Source: an optimization exercise on an open RTL-to-GDS flow (aim: small area and a short achievable clock period). Production flows keep margins and buffers that such runs may drop.
Function was checked by simulation only, so behaviour that the tests miss may differ from the original.

## design.v

```verilog
`timescale 1ns / 1ps
module fa(a, b, c, sum, carry);
  input a, b, c;
  output sum, carry;
  assign sum = a ^ b ^ c;
  assign carry = (a & b) + (b & c) + (c & a);
endmodule
`timescale 1ns / 1ps
module rca_8bit(
    input  signed [7:0] A, B,
    input  Cin,
    output signed [7:0] sum,
    output Cout
);
  wire [6:0] carry;
    fa fa0(A[0], B[0], Cin,     sum[0], carry[0]);
    fa fa1(A[1], B[1], carry[0], sum[1], carry[1]);
    fa fa2(A[2], B[2], carry[1], sum[2], carry[2]);
    fa fa3(A[3], B[3], carry[2], sum[3], carry[3]);
    fa fa4(A[4], B[4], carry[3], sum[4], carry[4]);
    fa fa5(A[5], B[5], carry[4], sum[5], carry[5]);
    fa fa6(A[6], B[6], carry[5], sum[6], carry[6]);
    fa fa7(A[7], B[7], carry[6], sum[7], Cout);
endmodule
`timescale 1ns / 1ps
module rca_16bit(
    input  signed [15:0] a,
    input  signed [15:0] b,
    input  c,
    output signed [15:0] sum,
    output carry
);
    wire x;
    rca_8bit b1(a[7:0], b[7:0], c,     sum[7:0],  x);
    rca_8bit b2(a[15:8], b[15:8], x,   sum[15:8], carry);
endmodule
`timescale 1ns / 1ps
module rca_32bit(
  input signed [31:0] a, b,
  input c,
  output signed [31:0] sum,
  output carry
);
    wire x;
    rca_16bit b1(a[15:0],  b[15:0],  c, sum[15:0],  x);
    rca_16bit b2(a[31:16], b[31:16], x, sum[31:16], carry);
endmodule
`timescale 1ns / 1ps
module mul_16bit(A, B, P);
input signed [15:0] A, B;
output signed [31:0] P;
assign P = A * B;
endmodule
`timescale 1ns / 1ps
module dff_16bit (
    input clk,
    input reset,
    input [15:0] d,
    output reg [15:0] q
);
    always @(posedge clk or posedge reset) begin
        if (reset)
            q <= 16'b0;
        else
            q <= d;
    end
endmodule
`timescale 1ns / 1ps
module fir_filter (
    input clk,
    input reset,
    input [15:0] xin,
    output [31:0] yout
);
wire signed [15:0] x[0:63];
wire signed [31:0] p[0:63];
wire signed [31:0] s[0:63];
function signed [15:0] coef;
    input [5:0] idx;
    begin
        case (idx)
        6'd0: coef = 16'h0000;
        6'd1: coef = 16'h0005;
        6'd2: coef = 16'h0000;
        6'd3: coef = 16'hFFFD;
        6'd4: coef = 16'hFFF9;
        6'd5: coef = 16'hFFFA;
        6'd6: coef = 16'h0000;
        6'd7: coef = 16'h000A;
        6'd8: coef = 16'h0012;
        6'd9: coef = 16'h001F;
        6'd10: coef = 16'h0014;
        6'd11: coef = 16'hFFE3;
        6'd12: coef = 16'hFFB6;
        6'd13: coef = 16'hFFA3;
        6'd14: coef = 16'hFFCD;
        6'd15: coef = 16'h0000;
        6'd16: coef = 16'h004C;
        6'd17: coef = 16'h0095;
        6'd18: coef = 16'h0085;
        6'd19: coef = 16'h0000;
        6'd20: coef = 16'hFEAD;
        6'd21: coef = 16'hFCBC;
        6'd22: coef = 16'h17D3;
        6'd23: coef = 16'h17F6;
        6'd24: coef = 16'h17F6;
        6'd25: coef = 16'h17D3;
        6'd26: coef = 16'hFCBC;
        6'd27: coef = 16'hFEAD;
        6'd28: coef = 16'h0000;
        6'd29: coef = 16'h0085;
        6'd30: coef = 16'h0095;
        6'd31: coef = 16'h004C;
        6'd32: coef = 16'h0000;
        6'd33: coef = 16'hFFCD;
        6'd34: coef = 16'hFFA3;
        6'd35: coef = 16'hFFB6;
        6'd36: coef = 16'hFFE3;
        6'd37: coef = 16'h0014;
        6'd38: coef = 16'h001F;
        6'd39: coef = 16'h0012;
        6'd40: coef = 16'h000A;
        6'd41: coef = 16'h0000;
        6'd42: coef = 16'hFFFA;
        6'd43: coef = 16'hFFF9;
        6'd44: coef = 16'hFFFD;
        6'd45: coef = 16'h0000;
        6'd46: coef = 16'h0005;
        6'd47: coef = 16'h0000;
        6'd48: coef = 16'h0000;
        6'd49: coef = 16'h0005;
        6'd50: coef = 16'h0000;
        6'd51: coef = 16'hFFFD;
        6'd52: coef = 16'hFFF9;
        6'd53: coef = 16'hFFFA;
        6'd54: coef = 16'h0000;
        6'd55: coef = 16'h000A;
        6'd56: coef = 16'h0012;
        6'd57: coef = 16'h001F;
        6'd58: coef = 16'h0014;
        6'd59: coef = 16'hFFE3;
        6'd60: coef = 16'h0000;
        6'd61: coef = 16'h0000;
        6'd62: coef = 16'h0000;
        6'd63: coef = 16'h0000;
        default: coef = 16'h0000;
        endcase
    end
endfunction
assign x[0] = xin;
genvar i;
generate
    for (i = 1; i < 64; i = i + 1) begin : shift
        dff_16bit dff_inst (.clk(clk), .reset(reset), .d(x[i-1]), .q(x[i]));
    end
endgenerate
generate
    for (i = 0; i < 64; i = i + 1) begin : muls
        mul_16bit mul_inst (.A(x[i]), .B(coef(i)), .P(p[i]));
    end
endgenerate
assign s[0] = p[0];
generate
    for (i = 1; i < 64; i = i + 1) begin : adders
        rca_32bit add_inst (.a(s[i-1]), .b(p[i]), .c(1'b0), .sum(s[i]), .carry());
    end
endgenerate
assign yout = s[63];
endmodule
```

## config.mk

```make
export PLATFORM = sky130hd
export DESIGN_NAME = fir_filter
export DESIGN_NICKNAME = fir_filter
export VERILOG_FILES = /design/flow/design.v
export SDC_FILE = /design/flow/constraint.sdc
export NUM_CORES = 4
export LEC_CHECK = 0
export CAP_MARGIN = 20
export CORE_MARGIN = 2
export CORE_UTILIZATION = 40
export SLEW_MARGIN = 20
```

## run.sh

```bash
#!/bin/bash
# synth_recipe.tcl (not shown) runs the flow's synth.tcl, then flattens the netlist and writes it again
# the make line also repeats each setting of config.mk as NAME=value (left out here)
make -C /OpenROAD-flow-scripts/flow DESIGN_CONFIG=/design/flow/config.mk WORK_HOME=/design/flow/orfs CLKGATE_MAP_FILE= SYNTH_SCRIPT=/design/flow/synth_recipe.tcl finish
```

## constraint.sdc

```tcl
create_clock -name core_clock -period 65.0 [get_ports {clk}]
set_input_delay 13.0000 -clock core_clock [delete_from_list [all_inputs] [get_ports {clk}]]
set_output_delay 13.0000 -clock core_clock [all_outputs]
set_load 0.01 [all_outputs]
```

==> flow_summary_export.csv <==
group,metric,value,unit
layout,final_core_util,0.435,
global_routing,grt_max_degree,170,
worst_setup_path,path_class,"reg -> out",
floorplan,num_rows,218,
cts,post-cts-setup-buffers,0,
synthesis,synth.top_cell.area_share,0.355,
cts,cts_buffers,134,
worst_setup_path,worstPathMaxFanout,4,
synthesis,ys_warn_count,2,
layout,fin_nets,18200,
sta,max_clock_freq,0.0180,GHz
min_path,hold_depth,0,
layout,drive_above_1_share,0.0284,
floorplan,dieWidth,600,um
min_path,worstHoldPathType,"reg -> reg",
worst_setup_path,rr_worst_depth,0,
synthesis,synth_seq_cells,944,
placed_design,dp_hpwl,261,mm
global_routing,grt_pass1_vias,91600,
layout,regMostFlops,"shift.dff_inst.q",
worst_setup_path,cp-end-kind,"output pin",
floorplan,die_h,600,um
cts,cts.repair.resized,0,
sta,min_period_over_period,0.856,
synthesis,synth_edf_count,0,
drt,drt_iter0_markers,3439,
synthesis,netlist_area,142000,um^2
sta,min_period,55660,ps
sta,slew_headroom,0.337,
cts,htree_num_levels,4,
drt,via_per_inst,4.70,
worst_setup_path,critPathMaxStageDelay,690,ps
worst_setup_path,crit_path_start_kind,"flop",
synthesis,ys_dominant_reg_cell,"dfrtp_1",
global_routing,grt_first_pass_wirelength,502,mm
floorplan,core_area,353000,um^2
cts,cts_hold_buf,0,
floorplan,initial_core_util,0.402,
worst_setup_path,critPathArrivalTime,42660,ps
worst_setup_path,critPathSlowestCell,"clkdlybuf4s50_1",
global_routing,grt-ovfl-total,0,
sta,setup_tns,0,ps
sta,report.final.slew_viol_count,0,
synthesis,syn_nets,18000,
cts,cts_tree,"yes",
sta,tightest_slew,994,ps
outcome,status,"complete, no violations",
sta,rsz0062_at_grt,"no",
cts,insertion_delay,860,ps
worst_setup_path,cp.required,52000,ps
cts,clock_sinks,944,
placed_design,place.gp.congestion,0.854,
global_routing,antenna_found_initial,6,
drt,dr_total_vias,83700,
synthesis,yosysSeqAreaShare,0.166,
flow_run,maxCapViolCount,0,
layout,largest_reg_flops,944,
cts,clockBufferDepth,4,
cts,clock_tree.root_cell,"clkbuf_16",
floorplan,boundaryPins,50,
synthesis,synth_cells,12800,
sta,hold_viol,0,
global_routing,grt_util_all_layers,0.177,
sta,fin_skew,54.9,ps
synthesis,yosysUniqueCellTypes,84,
floorplan,fp.dieArea,360000,um^2
layout,area_growth_syn_to_layout,8.08,%
drt,ant_nets,0,
drt,wire_per_inst,16.9,um
placed_design,portBuffers,49,
drt,dr.pass1.iters,8,
layout,top_regs,"shift.dff_inst.q: 944 flops",
synthesis,syn_area_per_cell,11.1,um^2
layout,fill_cells,33300,
synthesis,yosysTopAreaCell,"fa_1",
synthesis,synth_async_sr_flop_share,1.00,
cts,path_clk_slew,60,ps
drt,routed_wl,301,mm
worst_setup_path,path_common_cell,"fa_1",
drt,drc,0,
synthesis,synth.top_cells.by_area,"fa_1, ha_1, dfrtp_1",
sta,setup_viol,0,
-- placed cells by master (no fill, tap or decap), types with 124 or more instances in the layout --
| master | count |
|---|---|
| a21o_1 | 124 |
| a21oi_1 | 481 |
| clkbuf_16 | 135 |
| dfrtp_1 | 944 |
| fa_1 | 2519 |
| ha_1 | 2675 |
| inv_1 | 3096 |
| nand2_1 | 236 |
| nand2b_1 | 138 |
| nor2_1 | 275 |
| o21ai_0 | 264 |
| xnor2_1 | 488 |
| xor2_1 | 327 |
-- through the flow --
| step | area, um^2 | setup slack (ps) | std cells | hold slack (ps) |
|---|---|---|---|---|
| after global placement | 149000 | 9900 | 17600 | 331 |
| after detailed placement | 149000 | 9790 | 17600 | 335 |
| final | 154000 | 9340 | 17800 | 316 |
| after CTS | 154000 | 8860 | 17800 | 313 |
| after floorplan | 142000 | 13080 | 12800 | 331 |
| after global routing | 154000 | 7740 | 17800 | 321 |
-- final timing paths --
check | from | slack (ps) | end
hold reg to reg | shift[41].dff_inst.q[9] | 320 | shift[42].dff_inst.q[9]
min in group asynchronous | reset | 12710 | shift[59].dff_inst.q[7]
setup reg to reg | shift[1].dff_inst.q[15] | 63940 | shift[2].dff_inst.q[15]
setup / recovery | shift[3].dff_inst.q[0] | 9340 | yout[31]
max in group asynchronous | reset | 48040 | shift[28].dff_inst.q[11]
hold / removal | shift[41].dff_inst.q[9] | 320 | shift[42].dff_inst.q[9]
-- cells in the mapped netlist (all sizes together), types with 7 or more instances --
master and count:
inv 3102, ha 2675, fa 2519, dfrtp 944, xnor2 515, a21oi 481
o21ai 373, xor2 338, nor2 275, nand2 236, nand2b 138, a21o 125
nor3 118, o21bai 118, nand3 115, nor2b 101, o21a 73, a21boi 57
or3 45, or2 35, and3 32, buf 32, a31oi 30, and2 24
o31ai 19, a211oi 18, o211ai 18, mux2i 17, o31a 15, clkbuf 13
a211o 12, o2111ai 12, a31o 11, nand3b 11, o41ai 10, a41oi 8
nor4 8, o211a 8, a311oi 7, o41a 7, xnor3 7
-- final cells by class --
| cell class | count | area (um^2) | area share |
|---|---|---|---|
| timing repair buffer | 103 | 928 | 0.00604 |
| clock inverter | 73 | 953 | 0.00621 |
| antenna | 2 | 5.00 | 0.0000326 |
| tap | 4730 | 5920 | 0.0385 |
| inverter | 3107 | 11700 | 0.0760 |
| multi-input combinational | 8685 | 107000 | 0.696 |
| clock buffer | 166 | 3620 | 0.0236 |
| sequential | 944 | 23600 | 0.154 |
-- critical path, delay by kind of cell, from the launching register on --
kind                       cells  cell delay (ps)
buffers and inverters          9             1170
adders and majority gates     76            36690
xor gates and xnor gates      16             3530
DFF                            1              390
-- per-layer routing --
metal	part of all wire	global-route usage
met5	0	0
met2	0.50	0.310
met1	0.46	0.239
met4	0.023	0.0378
met3	0.023	0.0152
-- logic make-up (layout without fill, tap and decap cells) --
| kind of cell | Yosys count | in the layout | synth area share |
|---|---|---|---|
| simple gates | 1156 | 1156 | 0.0403 |
| fa+ha+maj | 5194 | 5194 | 0.590 |
| mux | 19 | 19 | 0.00136 |
| other cells | 0 | 2 | 0 |
| flops | 944 | 944 | 0.166 |
| xor+xnor | 860 | 860 | 0.0543 |
| buf+inv | 3152 | 3449 | 0.0841 |
| compound gates | 1456 | 1456 | 0.0636 |

afterwards: timing with drivers on the ports:
The flow's constraints put no driver on any port. The routed layout listed below was extracted and timed again, unchanged, in two steps. Step 1, drivers: a clkbuf_16 drives clk and a buf_2 each remaining input, both assumed. Step 2 adds t to the input delays and takes it off the output delays; t is the mean of the earliest and latest rising clock arrival at the registers after step 1. Input paths then give back, and output paths get back, about the clock's delay inside the block. a / b / c = ideal ports / drivers / drivers and shift; a / b = the first two.
t, ns: 0.923
setup WS [ns]: 9.337 / 9.233 / 10.156
hold WS [ns]: 0.316 / 0.316 / 0.316
worst register clock-pin slew, ns: 0.08 / 0.08
cell pins on the clock port's net: 1
After both steps this run still meets setup and hold. For this run, drivers alone change the setup slack by -0.104 ns; drivers and shift together by +0.819 ns.
